From an optimization exercise on the open Yosys and OpenROAD flow, aimed at small area, a short achievable clock period and few clock cycles; shortcuts taken in it are not production practice.
At most, simulation tests tie the RTL to the original design; equivalence was not proved.
Power and IR drop assume default switching activity.

Setup of north:
// mul
module mul
(
	input clk,
	input rst,
	input  [31:0] a,
	input  [31:0] b,
	input start,
	output [31:0] res_mul,
	output logic vld
);
Settings: LEC_CHECK=0, CAP_MARGIN=20, CORE_MARGIN=2, CORE_UTILIZATION=55, SLEW_MARGIN=20; clock period 12.0 ns.
standard.sh (not shown) runs the stock make flow with config.mk's settings and CLKGATE_MAP_FILE= SYNTH_SCRIPT=/design/flow/synth_recipe.tcl, a recipe that flattens the netlist after the stock synthesis.
==> flow/flow/run.sh <==
#!/bin/bash
# The standard ORFS layout with three changes to how it is made:
#  - synthesis skips the generic ABC pass inside Yosys's synth command
#    (SYNTH_ARGS=-noabc), so extract_fa sees the adders as written and maps
#    them to full-adder cells without inverters between them; registers and
#    their names are the standard synthesis's;
#  - the port buffers are sky130_fd_sc_hd__buf_4 instead of a delay buffer;
#  - repair_timing aims for a larger setup margin.
set -euo pipefail
cd "$(dirname "$0")/.."
export SYNTH_ARGS="-noabc"
export BUFFER_PORTS_ARGS="-buffer_cell sky130_fd_sc_hd__buf_4"
export SETUP_SLACK_MARGIN=6.0
bash standard.sh finish > standard.log 2>&1
north completed; timing, DRC and antenna clean
Testbench counts of north, summed over its fixed seeds: cycles 3,200.
The inputs of south differ from those of north as listed below.
- changing CORE_UTILIZATION from 55 to 70
[summary]
Final design utilization was lower in the run labelled north.
south ends up with lower number of fill cells than north does.
Worst stage delay on the critical path of north is on par with south.
Relative to north, net switching power of the design increased by 2.5% in south.
The final reports for south and north show height of the die lower in the former.
Looking at critical path depth, south sits below north.
Total power of the final layout, north and south, higher one = south.
Placeable core region, south vs north: down by more than 10%
Going from north to south, the total length of routed wires was found to have gone up by about 0.3%.
Maximum number of pins on one net before global-route repair: south > north
Setup changes, south to east
- CORE_UTILIZATION changed from 70 to 55
diff --git a/flow/flow/run.sh b/flow/flow/run.sh
--- a/flow/flow/run.sh
+++ b/flow/flow/run.sh
@@ -6,3 +6,3 @@
 #    their names are the standard synthesis's;
-#  - the port buffers are sky130_fd_sc_hd__buf_4 instead of a delay buffer;
+#  - the port buffers are sky130_fd_sc_hd__buf_2 instead of a delay buffer;
 #  - repair_timing aims for a larger setup margin.
@@ -11,3 +11,3 @@
 export SYNTH_ARGS="-noabc"
-export BUFFER_PORTS_ARGS="-buffer_cell sky130_fd_sc_hd__buf_4"
+export BUFFER_PORTS_ARGS="-buffer_cell sky130_fd_sc_hd__buf_2"
 export SETUP_SLACK_MARGIN=6.0
east completed; timing, DRC and antenna clean
Diff east..south | design area | negligible
east vs. south: clock power now sits higher, power drawn by the sequential cells now sits at about the same level, effective utilization at floorplan now sits lower.
Relative area change from synthesis to final layout (east over south): increase, 0.30 points
south -> east: maximum VDD drop decreased by more than half
Global-route usage over all layers, east and south, lower one = east.
Looking at end of the critical path, the s607_q result is from east; the s533_q one comes from south.

Starting RTL as in the previous note.
export LEC_CHECK = 0
export CAP_MARGIN = 20
export CORE_MARGIN = 2
export CORE_UTILIZATION = 55
export SLEW_MARGIN = 20
create_clock -name core_clock -period 12.0 [get_ports {clk}]
==> flow/flow/run.sh <==
#!/bin/bash
# The standard ORFS layout with three changes to how it is made:
#  - synthesis skips the generic ABC pass inside Yosys's synth command
#    (SYNTH_ARGS=-noabc), so extract_fa sees the adders as written and maps
#    them to full-adder cells without inverters between them; registers and
#    their names are the standard synthesis's;
#  - the port buffers are sky130_fd_sc_hd__buf_4 instead of a delay buffer;
#  - repair_timing aims for a larger setup margin.
set -euo pipefail
cd "$(dirname "$0")/.."
export SYNTH_ARGS="-noabc"
export BUFFER_PORTS_ARGS="-buffer_cell sky130_fd_sc_hd__buf_4"
export SETUP_SLACK_MARGIN=5.8
bash standard.sh finish > standard.log 2>&1
The first run finished with timing, DRC and antenna clean.
Testbench counts at the start, summed over its fixed seeds: cycles 3,200.
Rerun with:
--- a/flow/flow/run.sh
+++ b/flow/flow/run.sh
@@ -12,3 +12,3 @@
 export BUFFER_PORTS_ARGS="-buffer_cell sky130_fd_sc_hd__buf_4"
-export SETUP_SLACK_MARGIN=5.8
+export SETUP_SLACK_MARGIN=6.2
 bash standard.sh finish > standard.log 2>&1
After rerunning: The new run finished with timing, DRC and antenna clean; utilization rises by 2.2 points; wire length rises by 3.4%; clock power rises by about 2%; cell area rises by 3.6%; count of clock-buffer cells in the layout rises by 2; sequential share of layout area falls by 0.33 points; fmax rises by 5.3%; sequential cell count is unchanged; non-clock buffer count rises by 21; worst hold slack barely changes; sequential power rises by about 0.9%.

Setup of build 66:
mul, a different RTL version from the one above (not shown whole).
Size in the first run: about 70 flip-flops, ~100 I/O pins, ~14000 µm² of cells after synthesis.
// mul
module mul
(
	input clk,
	input rst,
	input  [31:0] a,
	input  [31:0] b,
	input start,
	output [31:0] res_mul,
	output logic vld
);
Settings: LEC_CHECK=0, CAP_MARGIN=20, CORE_MARGIN=2, CORE_UTILIZATION=40, SLEW_MARGIN=20; clock period 12.0 ns.
run.sh (not shown) runs the stock make flow with config.mk's settings and CLKGATE_MAP_FILE= SYNTH_SCRIPT=/design/flow/synth_recipe.tcl, a recipe that flattens the netlist after the stock synthesis.
Stock flow here: none of the scripts above is used.
Build 66: PASS, flow complete, no timing, DRC or antenna violations
Input changes introduced in trial 5 (baseline for comparison: build 66):
==> flow/flow/run.sh (new file) <==
#!/bin/bash
# The standard ORFS layout, with the port buffers that ORFS inserts before
# global placement made of sky130_fd_sc_hd__buf_4 instead of the delay
# buffer that buffer_ports picks by default.
set -euo pipefail
cd "$(dirname "$0")/.."
export BUFFER_PORTS_ARGS="-buffer_cell sky130_fd_sc_hd__buf_4"
bash standard.sh finish > standard.log 2>&1
==> flow/standard.sh (new file) <==
#!/bin/bash
# synth_recipe.tcl (not shown) runs the flow's synth.tcl, then flattens the netlist and writes it again
# the make line also repeats each setting of config.mk as NAME=value (left out here)
make -C /OpenROAD-flow-scripts/flow DESIGN_CONFIG=/design/flow/config.mk WORK_HOME=/design/flow/orfs CLKGATE_MAP_FILE= SYNTH_SCRIPT=/design/flow/synth_recipe.tcl "${@:-finish}"
removed: flow/run.sh
==> comparison <==
- Against build 66, slack of the critical path in trial 5 came out better.
- From build 66 to trial 5 the numbers moved as follows: average size of a mapped cell level, area after synthesis level, global-route wire length before repair moved up.
- The fill cell total of the finished layout of trial 5 exceeds that of build 66 by 20.
- Summary of trial 5 over build 66: number of distinct library cell variants in the gate-level netlist after synthesis now sits at about the same level, non-clock buffering overhead in the final layout shrank by 2.2 points, layout cell share with drive strength beyond 1 +5.5 points, post-layout instance count excluding filler cells decreased 15.
- met1 demand-to-capacity share in global routing ends up lower on build 66.
- Wire length down 0.58% in trial 5 wrt build 66
No run of this note included a check of the RTL's function; only the layout flow was run.

Setup of run 1:
Another version of the RTL of mul (not shown whole).
For scale: ~1,200 cells after synthesis, roughly 65 flip-flops, about 100 I/O pins, about 12,000 sq um of cells after synthesis.
export LEC_CHECK = 0
export CAP_MARGIN = 20
export CORE_MARGIN = 2
export CORE_UTILIZATION = 55
export CTS_BUF_LIST = sky130_fd_sc_hd__clkbuf_4 sky130_fd_sc_hd__clkbuf_8
export CTS_CLUSTER_SIZE = 40
export SLEW_MARGIN = 20
create_clock -name core_clock -period 12.0 [get_ports {clk}]
standard.sh (not shown) runs the stock make flow with config.mk's settings and CLKGATE_MAP_FILE= SYNTH_SCRIPT=/design/flow/synth_recipe.tcl, a recipe that flattens the netlist after the stock synthesis.
==> flow/flow/run.sh <==
#!/bin/bash
# The standard ORFS layout with three changes to how it is made:
#  - synthesis skips the generic ABC pass inside Yosys's synth command
#    (SYNTH_ARGS=-noabc), so extract_fa sees the adders as written and maps
#    them to full-adder cells without inverters between them; registers and
#    their names are the standard synthesis's;
#  - the port buffers are sky130_fd_sc_hd__buf_4 instead of a delay buffer;
#  - repair_timing aims for a larger setup margin.
set -euo pipefail
cd "$(dirname "$0")/.."
export SYNTH_ARGS="-noabc"
export BUFFER_PORTS_ARGS="-buffer_cell sky130_fd_sc_hd__buf_4"
export SETUP_SLACK_MARGIN=6.2
bash standard.sh MATCH_CELL_FOOTPRINT=0 finish > standard.log 2>&1
Both conditions hold for run 1: the flow ran to the end and the final layout passed the timing, DRC and antenna checks.
Testbench counts of run 1, summed over its fixed seeds: cycles 3,200.
The inputs of run 2 differ from those of run 1 as listed below.
diff --git a/flow/flow/run.sh b/flow/flow/run.sh
--- a/flow/flow/run.sh
+++ b/flow/flow/run.sh
@@ -13,2 +13,2 @@
-export SETUP_SLACK_MARGIN=6.2
-bash standard.sh MATCH_CELL_FOOTPRINT=0 finish > standard.log 2>&1
+export SETUP_SLACK_MARGIN=6.0
+bash standard.sh finish > standard.log 2>&1
diff --git a/flow/config.mk b/flow/config.mk
--- a/flow/config.mk
+++ b/flow/config.mk
@@ -11,2 +10,0 @@
-export CTS_BUF_LIST = sky130_fd_sc_hd__clkbuf_4 sky130_fd_sc_hd__clkbuf_8
-export CTS_CLUSTER_SIZE = 40
--- outcome ---
- Proportion of cell area occupied by multi-input gates essentially unchanged between run 1 and run 2.
- Compared with run 1, run 2 shows a higher clock network area share.
- Worst-margin pin slew (run 2 over run 1): increase, 0.039 ns
- Of run 2 and run 1, it is run 2 that has the lower met1 routed wirelength after detailed routing.
- Run 2 vs. run 1: routing usage on met3 went up by 0.92 points.
- Diff run 1 -> run 2 | sum of routed wire length over all layers | down slightly
- Where final worst slack is concerned, run 1 is better than run 2.
What run 3 does differently from run 2 at the input level:
diff --git a/flow/flow/run.sh b/flow/flow/run.sh
--- a/flow/flow/run.sh
+++ b/flow/flow/run.sh
@@ -13 +13 @@
-export SETUP_SLACK_MARGIN=6.0
+export SETUP_SLACK_MARGIN=6.1
diff --git a/flow/config.mk b/flow/config.mk
--- a/flow/config.mk
+++ b/flow/config.mk
@@ -10,0 +11,2 @@
+export CTS_BUF_LIST = sky130_fd_sc_hd__clkbuf_4 sky130_fd_sc_hd__clkbuf_8
+export CTS_CLUSTER_SIZE = 40
Run 3 went all the way through the flow, and no timing, DRC or antenna check failed.
Lower smallest hold slack goes to run 3 over run 2.
Per the comparison of run 3 with run 2, worst slew slack as a fraction of its limit grew by 1.3 points, total power shrank by about 0.8%.
Share of final layout cell area taken by clock buffers and inverters essentially unchanged between run 3 and run 2.
Edits applied to the flow inputs when going from run 3 to run 4:
diff --git a/flow/flow/run.sh b/flow/flow/run.sh
--- a/flow/flow/run.sh
+++ b/flow/flow/run.sh
@@ -13 +13 @@
-export SETUP_SLACK_MARGIN=6.1
+export SETUP_SLACK_MARGIN=6.2
diff --git a/flow/config.mk b/flow/config.mk
--- a/flow/config.mk
+++ b/flow/config.mk
@@ -12,0 +13 @@
+export GPL_ROUTABILITY_DRIVEN = 0
Results
- Run 4 closes out successfully: all stages finished, all timing, DRC and antenna checks passed.
- Compared with run 3, the router placed more vias in run 4.
- Run 4 -> run 3: share of synthesized cell area in and, or, nand and nor gates delta 0, exact match
- Compared with run 3, in run 4 hold slack now larger; clock share of power fell by 1.1 points; global routing usage summed across all routing layers picked up an extra 0.32 points; die area did not really move.
- Compared with run 3, in run 4 number of ports placed on the die boundary essentially unchanged, final instance area increased 120 sq um, switching share of power increased 0.49 points, minimum setup slack after placement increased 0.040 ns.

re-timing with driven ports:
No port has a modelled driver above. Below, the same layouts with a new extraction and two added sets of constraints. Step 1, drivers: a clkbuf_16 drives clk and a buf_2 each remaining input, both assumed. Step 2, shift: input delay + t, output delay - t, t = (earliest + latest rising clock arrival at the registers) / 2. This alone moves slack from input paths to output paths. a / b / c = no drivers / after step 1 / after step 2; a / b = the first two.
| run | t (ns) | setup slack, ns | hold WS [ns] | worst setup path at the end | clock arrival spread, ns |
|---|---|---|---|---|---|
| north | 0.399 | 6.106 / 6.079 / 5.733 | 2.192 / 2.170 / 2.569 | input to register | 0.012 / 0.012 |
| south | 0.405 | 6.051 / 5.989 / 5.583 | 2.186 / 2.160 / 2.565 | input to register | 0.020 / 0.021 |
| east | 0.401 | 6.094 / 6.127 / 5.726 | 2.196 / 2.166 / 2.567 | input to register | 0.013 / 0.014 |
| the first run of note 2 | 0.403 | 5.944 / 5.959 / 5.570 | 2.192 / 2.166 / 2.569 | input to register | 0.010 / 0.010 |
| the second run of note 2 | 0.407 | 6.247 / 6.196 / 5.913 | 2.193 / 2.167 / 2.574 | input to register | 0.018 / 0.017 |
| build 66 | 0.407 | 5.071 / 5.101 / 4.694 | 2.562 / 2.533 / 2.940 | input to register | 0.010 / 0.010 |
| trial 5 | 0.409 | 5.409 / 5.435 / 5.026 | 2.184 / 2.160 / 2.569 | input to register | 0.013 / 0.014 |
| run 1 | 0.428 | 6.272 / 6.268 / 5.840 | 2.162 / 2.142 / 2.570 | input to register | 0.014 / 0.014 |
| run 2 | 0.399 | 6.105 / 6.130 / 5.731 | 2.198 / 2.169 / 2.568 | input to register | 0.015 / 0.016 |
| run 3 | 0.418 | 6.181 / 6.184 / 5.775 | 2.163 / 2.147 / 2.565 | input to register | 0.012 / 0.012 |
| run 4 | 0.420 | 6.262 / 6.273 / 5.853 | 2.169 / 2.155 / 2.575 | input to register | 0.016 / 0.016 |
After both steps setup and hold are still met in every run listed. For south, which loses most, drivers alone change the setup slack by -0.062 ns; drivers and shift together by -0.468 ns.
